This is an optimization exercise on Yosys and OpenROAD, whose aim is small area and a short achievable clock period, not a production implementation. RTL that was checked went through simulation tests only; none was proved equivalent to the original. Power is estimated from default activity; no workload was simulated.

## job 105
## module_conv_kernel_1x2
module module_conv_kernel_1x2
(
	input clk,
	input [71:0] ifm_win3x3,
	input [71:0] weight_win3x3_ch1,
	input [71:0] weight_win3x3_ch2,
	output [17:0] ofm_stream_ch1,
	output [17:0] ofm_stream_ch2
);
	reg [35:0] nneg_r;
	reg [107:0] enc_r;
	reg [71:0] w1_r;
	reg [71:0] w2_r;
	reg [161:0] st1_ch1;
	reg [61:0] st2_ch1;
	reg [30:0] st3_ch1;
	reg [17:0] st4_ch1;
	reg [17:0] st5_ch1;
	reg [161:0] st1_ch2;
	reg [61:0] st2_ch2;
	reg [30:0] st3_ch2;
	reg [17:0] st4_ch2;
	reg [17:0] st5_ch2;
	wire one1;
	wire two2;
	wire ng3;
	wire nng4;
	wire e5;
	wire e6;
	wire e7;
	wire e8;
	wire one9;
	wire two10;
	wire ng11;
	wire nng12;
	wire e13;
	wire e14;
	wire e15;
	wire e16;
	wire one17;
	wire two18;
	wire ng19;
	wire nng20;
	wire e21;
	wire e22;
	wire e23;
	wire e24;
	wire one25;
	wire two26;
	wire ng27;
	wire nng28;
	wire e29;
	wire e30;
	wire e31;
	wire e32;
	wire one33;
	wire two34;
	wire ng35;
	wire nng36;
	wire e37;
	wire e38;
	wire e39;
	wire e40;
	wire one41;
	wire two42;
	wire ng43;
	wire nng44;
	wire e45;
	wire e46;
	wire e47;
	wire e48;
	wire one49;
	wire two50;
	wire ng51;
	wire nng52;
	wire e53;
	wire e54;
	wire e55;
	wire e56;
	wire one57;
	wire two58;
	wire ng59;
	wire nng60;
	wire e61;
	wire e62;
	wire e63;
	wire e64;
	wire one65;
	wire two66;
	wire ng67;
	wire nng68;
	wire e69;
	wire e70;
	wire e71;
	wire e72;
	wire one73;
	wire two74;
	wire ng75;
	wire nng76;
	wire e77;
	wire e78;
	wire e79;
	wire e80;
	wire one81;
	wire two82;
	wire ng83;
	wire nng84;
	wire e85;
	wire e86;
	wire e87;
	wire e88;
	wire one89;
	wire two90;
	wire ng91;
	wire nng92;
	wire e93;
	wire e94;
	wire e95;
	wire e96;
	wire one97;
	wire two98;
	wire ng99;
	wire nng100;
	wire e101;
	wire e102;
  ...
clock: 6.0 ns
lec_check: 0
cap_margin: 20
core_margin: 2
core_utilization: 58
cts_cluster_diameter: 60
cts_cluster_size: 30
place_density: 0.7
setup_slack_margin: 3.66
slew_margin: 20
synth_hierarchical: 1
synth_minimum_keep_size: 0
standard.sh (not shown) runs the stock make flow with config.mk's settings and CLKGATE_MAP_FILE= SYNTH_SCRIPT=/design/flow/synth_recipe.tcl, a recipe that flattens the netlist after the stock synthesis.
==> flow/flow/run.sh <==
#!/bin/bash
set -e
cp standard.sh standard_sh_copy.log
export BUFFER_PORTS_ARGS="-buffer_cell sky130_fd_sc_hd__buf_1"
bash standard.sh > standard.log 2>&1
Job 105: no failed stages, no open violations at the end
--- input diff job 105..job 103 ---
-- flow/config.mk --
<<< job 105, line 8
export CAP_MARGIN = 20
export CORE_MARGIN = 2
export CORE_UTILIZATION = 58
export CTS_CLUSTER_DIAMETER = 60
export CTS_CLUSTER_SIZE = 30
export PLACE_DENSITY = 0.7
export SETUP_SLACK_MARGIN = 3.66
export SLEW_MARGIN = 20
export SYNTH_HIERARCHICAL = 1
>>> job 103, line 8
export CAP_MARGIN = 20
export CORE_MARGIN = 2
export CORE_UTILIZATION = 50
export CTS_CLUSTER_DIAMETER = 60
export CTS_CLUSTER_SIZE = 30
export PLACE_DENSITY = 0.65
export SETUP_SLACK_MARGIN = 3.72
export SLEW_MARGIN = 20
export SYNTH_HIERARCHICAL = 1
Findings:
- A cell with the biggest individual delay on the critical path of sky130_fd_sc_hd__dfxtp_1 is what job 105 shows, while sky130_fd_sc_hd__fa_1 belongs to job 103.
- Row maximum frequency: job 103 higher / job 105 lower
- Job 105 reports its first element of the critical path as enc_r[46]$_DFF_P_ while job 103 reports w1_r[30]$_DFF_P_.
- Job 103 against job 105: final net count closely matched the old numbers, post-route total power increased by about 1.7% relative to the old numbers, total die area increased by about 16% relative to the old numbers, total half-perimeter wirelength after legalization and detailed placement decreased by about 0.46% relative to the old numbers, final critical-path required period decreased by 35 ps relative to the old numbers.
- On clock-pin slew on the worst setup and hold paths, job 105 and job 103 are neck and neck.
No functional check of the RTL was part of any run of this note.

## run K
Another version of the RTL of module_conv_kernel_1x2 (not shown whole).
For scale: ~3500 cells after synthesis, ~830 flip-flops, about 44000 um^2 of cells after synthesis.
clock: 6.0 ns
lec_check: 0
cap_margin: 20
core_margin: 2
core_utilization: 55
cts_cluster_diameter: 60
cts_cluster_size: 30
place_density: 0.65
setup_slack_margin: 3.66
slew_margin: 20
synth_hierarchical: 1
synth_minimum_keep_size: 0
==> flow/flow/run.sh <==
#!/bin/bash
set -e
cp standard.sh standard_sh_copy.log
export BUFFER_PORTS_ARGS="-buffer_cell sky130_fd_sc_hd__buf_1"
export CTS_ARGS="-sink_clustering_enable -repair_clock_nets -sink_clustering_size 30 -sink_clustering_max_diameter 60 -dont_use_dummy_load"
bash standard.sh > standard.log 2>&1
The inputs of run X differ from those of run K as listed below.
- CORE_UTILIZATION now 58, was 55
- PLACE_DENSITY now 0.7, was 0.65
- SETUP_SLACK_MARGIN now 3.72, was 3.66
==> flow/flow/run.sh <==
#!/bin/bash
set -e
cp standard.sh standard_sh_copy.log
export BUFFER_PORTS_ARGS="-buffer_cell sky130_fd_sc_hd__buf_1"
bash standard.sh > standard.log 2>&1
--- outcome ---
Run X completed every stage of the flow, and the final layout passed the timing, design-rule and antenna checks.
Taking run K as the reference point, the starting density of the core of run X rises by 2.6 points.
Comparing run K with run X, the register cell area after layout came out essentially unchanged.
Higher required time reported for the critical path endpoint goes to run K over run X.
Of run X and run K, the run reporting the lower part of the total power dissipated in the clock network was run K.

## job 851
Starting RTL as in the previous note.
make LEC_CHECK=0 CAP_MARGIN=20 CORE_MARGIN=2 CORE_UTILIZATION=50 CTS_CLUSTER_DIAMETER=60 CTS_CLUSTER_SIZE=30 PLACE_DENSITY=0.65 SETUP_SLACK_MARGIN=3.72 SLEW_MARGIN=20 SYNTH_HIERARCHICAL=1 SYNTH_MINIMUM_KEEP_SIZE=0 finish   # period 6.0 ns
run.sh (not shown) runs the stock make flow with config.mk's settings and CLKGATE_MAP_FILE= SYNTH_SCRIPT=/design/flow/synth_recipe.tcl, a recipe that flattens the netlist after the stock synthesis.
Stock flow here: none of the scripts above is used.
> inputs changed (job 851 -> job 3599)
- a change of CORE_UTILIZATION from 50 to 58
- a change of SETUP_SLACK_MARGIN from 3.72 to 3.66
- a change of PLACE_DENSITY from 0.65 to 0.8
==> flow/flow/run.sh (new file) <==
#!/bin/bash
set -e
cp standard.sh standard_sh_copy.log
export BUFFER_PORTS_ARGS="-buffer_cell sky130_fd_sc_hd__buf_1"
export CTS_ARGS="-sink_clustering_enable -repair_clock_nets -sink_clustering_size 30 -sink_clustering_max_diameter 60 -dont_use_dummy_load"
bash standard.sh floorplan > standard_floorplan.log 2>&1
ODB=orfs/results/sky130hd/module_conv_kernel_1x2/base/2_floorplan.odb
openroad -no_init -exit flow/upsize.tcl -metrics upsize_metrics.json > upsize.log 2>&1 || { cat upsize.log; exit 1; }
bash standard.sh finish > standard.log 2>&1
==> flow/flow/upsize.tcl (new file) <==
# Give the enc_r registers (Booth-encoded pixel digits, high fanout) the
# dfxtp_4 drive strength of their dfxtp cell.
set odb orfs/results/sky130hd/module_conv_kernel_1x2/base/2_floorplan.odb
read_db $odb
set db [ord::get_db]
set m4 [$db findMaster sky130_fd_sc_hd__dfxtp_4]
set n 0
foreach inst [[ord::get_db_block] getInsts] {
  if {[string match "enc_r*" [$inst getName]] && [[$inst getMaster] getName] == "sky130_fd_sc_hd__dfxtp_1"} {
    $inst swapMaster $m4
    incr n
  }
}
puts "upsized $n enc_r registers to dfxtp_4"
write_db $odb
==> flow/standard.sh (new file) <==
#!/bin/bash
# synth_recipe.tcl (not shown) runs the flow's synth.tcl, then flattens the netlist and writes it again
# the make line also repeats each setting of config.mk as NAME=value (left out here)
make -C /OpenROAD-flow-scripts/flow DESIGN_CONFIG=/design/flow/config.mk WORK_HOME=/design/flow/orfs CLKGATE_MAP_FILE= SYNTH_SCRIPT=/design/flow/synth_recipe.tcl "${@:-finish}"
removed: flow/run.sh
==> run notes <==
- Going from job 851 to job 3599, via count grew slightly.
- Looking at fraction of the cycle the final worst path needs, job 3599 sits below job 851.
- Job 3599 ended with more worst setup slack after layout than job 851.
- Total CTS buffers, job 3599 vs job 851: down by more than 10%
- Combinational share of power: job 3599 vs job 851 up 2.6 points
The following lists how job 7081 was set up differently from job 3599:
- PLACE_DENSITY now 0.75, was 0.8
- CORE_UTILIZATION now 50, was 58
- SETUP_SLACK_MARGIN now 3.72, was 3.66
==> flow/run.sh (new file) <==
#!/bin/bash
# synth_recipe.tcl (not shown) runs the flow's synth.tcl, then flattens the netlist and writes it again
# the make line also repeats each setting of config.mk as NAME=value (left out here)
make -C /OpenROAD-flow-scripts/flow DESIGN_CONFIG=/design/flow/config.mk WORK_HOME=/design/flow/orfs CLKGATE_MAP_FILE= SYNTH_SCRIPT=/design/flow/synth_recipe.tcl finish
removed: flow/flow/run.sh
removed: flow/flow/upsize.tcl
removed: flow/standard.sh
--- outcome ---
Job 7081 vs job 3599 on worst setup slack: job 7081 is the higher one. Higher leakage power summed over all cells was reported by job 7081, not job 3599. Diff job 3599 -> job 7081: global-route wire length before repair now sits higher, fraction of layout cells with a size suffix above 1 now sits higher, chip height now sits higher, via count now sits higher. Against job 3599, job 7081 comes in 52 higher on non-clock buffer count. Taking job 3599 as 1.0, job 7081 lands at 1.3 on clock-buffer cell count. Worst slack at placement on job 7081 is behind job 3599.

== garnet ==
Starting RTL as in the previous note.
## module_conv_kernel_1x2
module module_conv_kernel_1x2
(
	input clk,
	input [71:0] ifm_win3x3,
	input [71:0] weight_win3x3_ch1,
	input [71:0] weight_win3x3_ch2,
	output [17:0] ofm_stream_ch1,
	output [17:0] ofm_stream_ch2
);
	reg [107:0] enc_r;
	reg [71:0] w1_r;
	reg [71:0] w2_r;
	reg [161:0] st1_ch1;
	reg [61:0] st2_ch1;
	reg [30:0] st3_ch1;
	reg [17:0] st4_ch1;
	reg [17:0] st5_ch1;
	reg [161:0] st1_ch2;
	reg [61:0] st2_ch2;
	reg [30:0] st3_ch2;
	reg [17:0] st4_ch2;
	reg [17:0] st5_ch2;
	wire one1;
	wire two2;
	wire ng3;
	wire nng4;
	wire e5;
	wire e6;
	wire e7;
	wire e8;
	wire one9;
	wire two10;
	wire ng11;
	wire nng12;
	wire e13;
	wire e14;
	wire e15;
	wire e16;
	wire one17;
	wire two18;
	wire ng19;
	wire nng20;
	wire e21;
	wire e22;
	wire e23;
	wire e24;
	wire one25;
	wire two26;
	wire ng27;
	wire nng28;
	wire e29;
	wire e30;
	wire e31;
	wire e32;
	wire one33;
	wire two34;
	wire ng35;
	wire nng36;
	wire e37;
	wire e38;
	wire e39;
	wire e40;
	wire one41;
	wire two42;
	wire ng43;
	wire nng44;
	wire e45;
	wire e46;
	wire e47;
	wire e48;
	wire one49;
	wire two50;
	wire ng51;
	wire nng52;
	wire e53;
	wire e54;
	wire e55;
	wire e56;
	wire one57;
	wire two58;
	wire ng59;
	wire nng60;
	wire e61;
	wire e62;
	wire e63;
	wire e64;
	wire one65;
	wire two66;
	wire ng67;
	wire nng68;
	wire e69;
	wire e70;
	wire e71;
	wire e72;
	wire one73;
	wire two74;
	wire ng75;
	wire nng76;
	wire e77;
	wire e78;
	wire e79;
	wire e80;
	wire one81;
	wire two82;
	wire ng83;
	wire nng84;
	wire e85;
	wire e86;
	wire e87;
	wire e88;
	wire one89;
	wire two90;
	wire ng91;
	wire nng92;
	wire e93;
	wire e94;
	wire e95;
	wire e96;
	wire one97;
	wire two98;
	wire ng99;
	wire nng100;
	wire e101;
	wire e102;
	wire e103;
	wire e104;
	wire one105;
	wire two106;
	wire ng107;
	wire nng108;
	wire e109;
	wire e110;
	wire e111;
	wire e112;
	wire one113;
	wire two114;
	wire ng115;
	wire nng116;
	wire e117;
	wire e118;
	wire e119;
  ...
Settings: LEC_CHECK=0, CAP_MARGIN=20, CORE_MARGIN=2, CORE_UTILIZATION=50, CTS_CLUSTER_DIAMETER=60, CTS_CLUSTER_SIZE=30, PLACE_DENSITY=0.65, SETUP_SLACK_MARGIN=3.72, SLEW_MARGIN=20, SYNTH_HIERARCHICAL=1, SYNTH_MINIMUM_KEEP_SIZE=0; clock period 6.0 ns.
standard.sh (not shown) runs the stock make flow with config.mk's settings and CLKGATE_MAP_FILE= SYNTH_SCRIPT=/design/flow/synth_recipe.tcl, a recipe that flattens the netlist after the stock synthesis.
==> flow/flow/run.sh <==
#!/bin/bash
set -e
cp standard.sh standard_sh_copy.log
export BUFFER_PORTS_ARGS="-buffer_cell sky130_fd_sc_hd__buf_1"
bash standard.sh > standard.log 2>&1
garnet finished end to end and its layout was clean on timing, DRC and antenna.
[inputs] nickel vs garnet
- clearing CTS_CLUSTER_DIAMETER, which used to be 60
- clearing CTS_CLUSTER_SIZE, which used to be 30
- swapping 3.72 for 3.8 in SETUP_SLACK_MARGIN
==> flow/run.sh (new file) <==
#!/bin/bash
# synth_recipe.tcl (not shown) runs the flow's synth.tcl, then flattens the netlist and writes it again
# the make line also repeats each setting of config.mk as NAME=value (left out here)
make -C /OpenROAD-flow-scripts/flow DESIGN_CONFIG=/design/flow/config.mk WORK_HOME=/design/flow/orfs CLKGATE_MAP_FILE= SYNTH_SCRIPT=/design/flow/synth_recipe.tcl finish
removed: flow/flow/run.sh
removed: flow/standard.sh
Notes after the runs:
[compare] base=garnet new=nickel: total design power went up by 0.0011 W; switching component of the power went down by 0.000056 W; design internal power rose about 7%.
Between nickel and garnet, it is nickel whose first-iteration detailed-routing DRC count is higher, by 5.2%.
nickel ends up with higher wire length than garnet does.
Against garnet, nickel reports a period utilization that is lower.
Number of filler instances in the final layout delta for nickel relative to garnet: 479 lower
Part of the power in combinational logic: nickel vs garnet — no meaningful difference
Cell area is higher on nickel
NOTE largest net degree at the start of global routing garnet->nickel decreased by more than a quarter
Changes in cedar relative to nickel:
- CORE_UTILIZATION: 50 -> 58
- SETUP_SLACK_MARGIN: 3.8 -> 3.66
- CTS_CLUSTER_DIAMETER: unset -> 60
- CTS_CLUSTER_SIZE: unset -> 30
- PLACE_DENSITY: 0.65 -> 0.7
==> flow/flow/run.sh (new file) <==
#!/bin/bash
set -e
cp standard.sh standard_sh_copy.log
export BUFFER_PORTS_ARGS="-buffer_cell sky130_fd_sc_hd__buf_1"
export CTS_ARGS="-sink_clustering_enable -repair_clock_nets -sink_clustering_size 30 -sink_clustering_max_diameter 60 -dont_use_dummy_load"
bash standard.sh > standard.log 2>&1
==> flow/standard.sh (new file) <==
#!/bin/bash
# synth_recipe.tcl (not shown) runs the flow's synth.tcl, then flattens the netlist and writes it again
# the make line also repeats each setting of config.mk as NAME=value (left out here)
make -C /OpenROAD-flow-scripts/flow DESIGN_CONFIG=/design/flow/config.mk WORK_HOME=/design/flow/orfs CLKGATE_MAP_FILE= SYNTH_SCRIPT=/design/flow/synth_recipe.tcl "${@:-finish}"
removed: flow/run.sh
Notes after the runs:
dfxtp_1 as the cell type of the slowest stage on the worst timing path was reported by cedar, and dfxtp_2 by nickel. Y dimension of the die, nickel and cedar: lower on cedar. Part of the power in registers up 3.0 points in cedar wrt nickel. Class of the most critical setup path: flip-flop to flip-flop -> cedar, flip-flop to output port -> nickel. cedar reports its top metal layer carrying routed signals as met5 while nickel reports met4. Summary: with nickel as the reference, net total in the final layout in cedar moved down by a few percent. [compare] base=nickel new=cedar: achievable frequency has decreased; share of power burned in combinational logic rose by 2.7 points; per-cell via count in the routed design has increased. When cedar is set beside nickel, its clock network power share turns out to be 5.8 points smaller. The run showing the smaller shortest clock period the worst path allows after layout is nickel.
Inputs modified between cedar and indigo:
- a deleted CTS_CLUSTER_DIAMETER that had been 60
- a change of SETUP_SLACK_MARGIN from 3.66 to 3.8
- a deleted CTS_CLUSTER_SIZE that had been 30
- a change of PLACE_DENSITY from 0.7 to 0.75
- an added ABC_CLOCK_PERIOD_IN_PS of 2200
- a change of CORE_UTILIZATION from 58 to 65
==> flow/run.sh (new file) <==
#!/bin/bash
# synth_recipe.tcl (not shown) runs the flow's synth.tcl, then flattens the netlist and writes it again
# the make line also repeats each setting of config.mk as NAME=value (left out here)
make -C /OpenROAD-flow-scripts/flow DESIGN_CONFIG=/design/flow/config.mk WORK_HOME=/design/flow/orfs CLKGATE_MAP_FILE= SYNTH_SCRIPT=/design/flow/synth_recipe.tcl finish
removed: flow/flow/run.sh
removed: flow/standard.sh
Notes after the runs:
- Per-cell via count in the routed design is lower on cedar
- cedar has higher die area than indigo.
- Looking at wire length across indigo and cedar, the one that comes out lower is cedar.
- Comparing indigo and cedar, the lower combinational share of power is on indigo.
- Measured against each other, indigo and cedar differ in total track usage, the lower figure coming from cedar.
- Diff cedar -> indigo: first-iteration DRC count has increased, final cell count has increased.
- Comparing indigo and cedar, the lower total of clock buffers placed in the layout is on cedar.

static timing again, ports no longer ideal:
In the flow no input, the clock included, has a driving cell. The finished layouts below were timed again as built, in two steps. Step 1 assumes that a clkbuf_16 drives the clock port and a buf_2 every other input. Step 2, shift: input delay + t, output delay - t, t = (earliest + latest rising clock arrival at the registers) / 2. This alone moves slack from input paths to output paths. a / b / c = no drivers / after step 1 / after step 2; a / b = the first two.
| run | t, ns | setup slack, ns | worst setup path after step 2 | worst register clock-pin slew, ns |
|---|---|---|---|---|
| job 105 | 0.743 | 3.649 / 3.599 / 3.649 | register to register | 0.11 / 0.11 |
| job 103 | 0.717 | 3.684 / 3.641 / 3.684 | register to register | 0.10 / 0.10 |
| run K | 0.709 | 3.585 / 3.584 / 3.585 | register to register | 0.11 / 0.11 |
| run X | 0.722 | 3.693 / 3.627 / 3.697 | register to register | 0.11 / 0.11 |
| job 851 | 0.762 | 3.662 / 3.597 / 3.662 | register to register | 0.11 / 0.11 |
| job 3599 | 0.698 | 3.672 / 3.618 / 3.672 | register to register | 0.11 / 0.11 |
| job 7081 | 0.726 | 3.691 / 3.619 / 3.691 | register to register | 0.11 / 0.11 |
| garnet | 0.718 | 3.669 / 3.636 / 3.669 | register to register | 0.11 / 0.11 |
| nickel | 0.732 | 3.705 / 3.633 / 3.736 | register to register | 0.07 / 0.07 |
| cedar | 0.687 | 3.676 / 3.642 / 3.676 | register to register | 0.11 / 0.11 |
| indigo | 0.725 | 3.149 / 3.149 / 3.149 | register to register | 0.08 / 0.08 |
After both steps setup and hold are still met in every run listed.
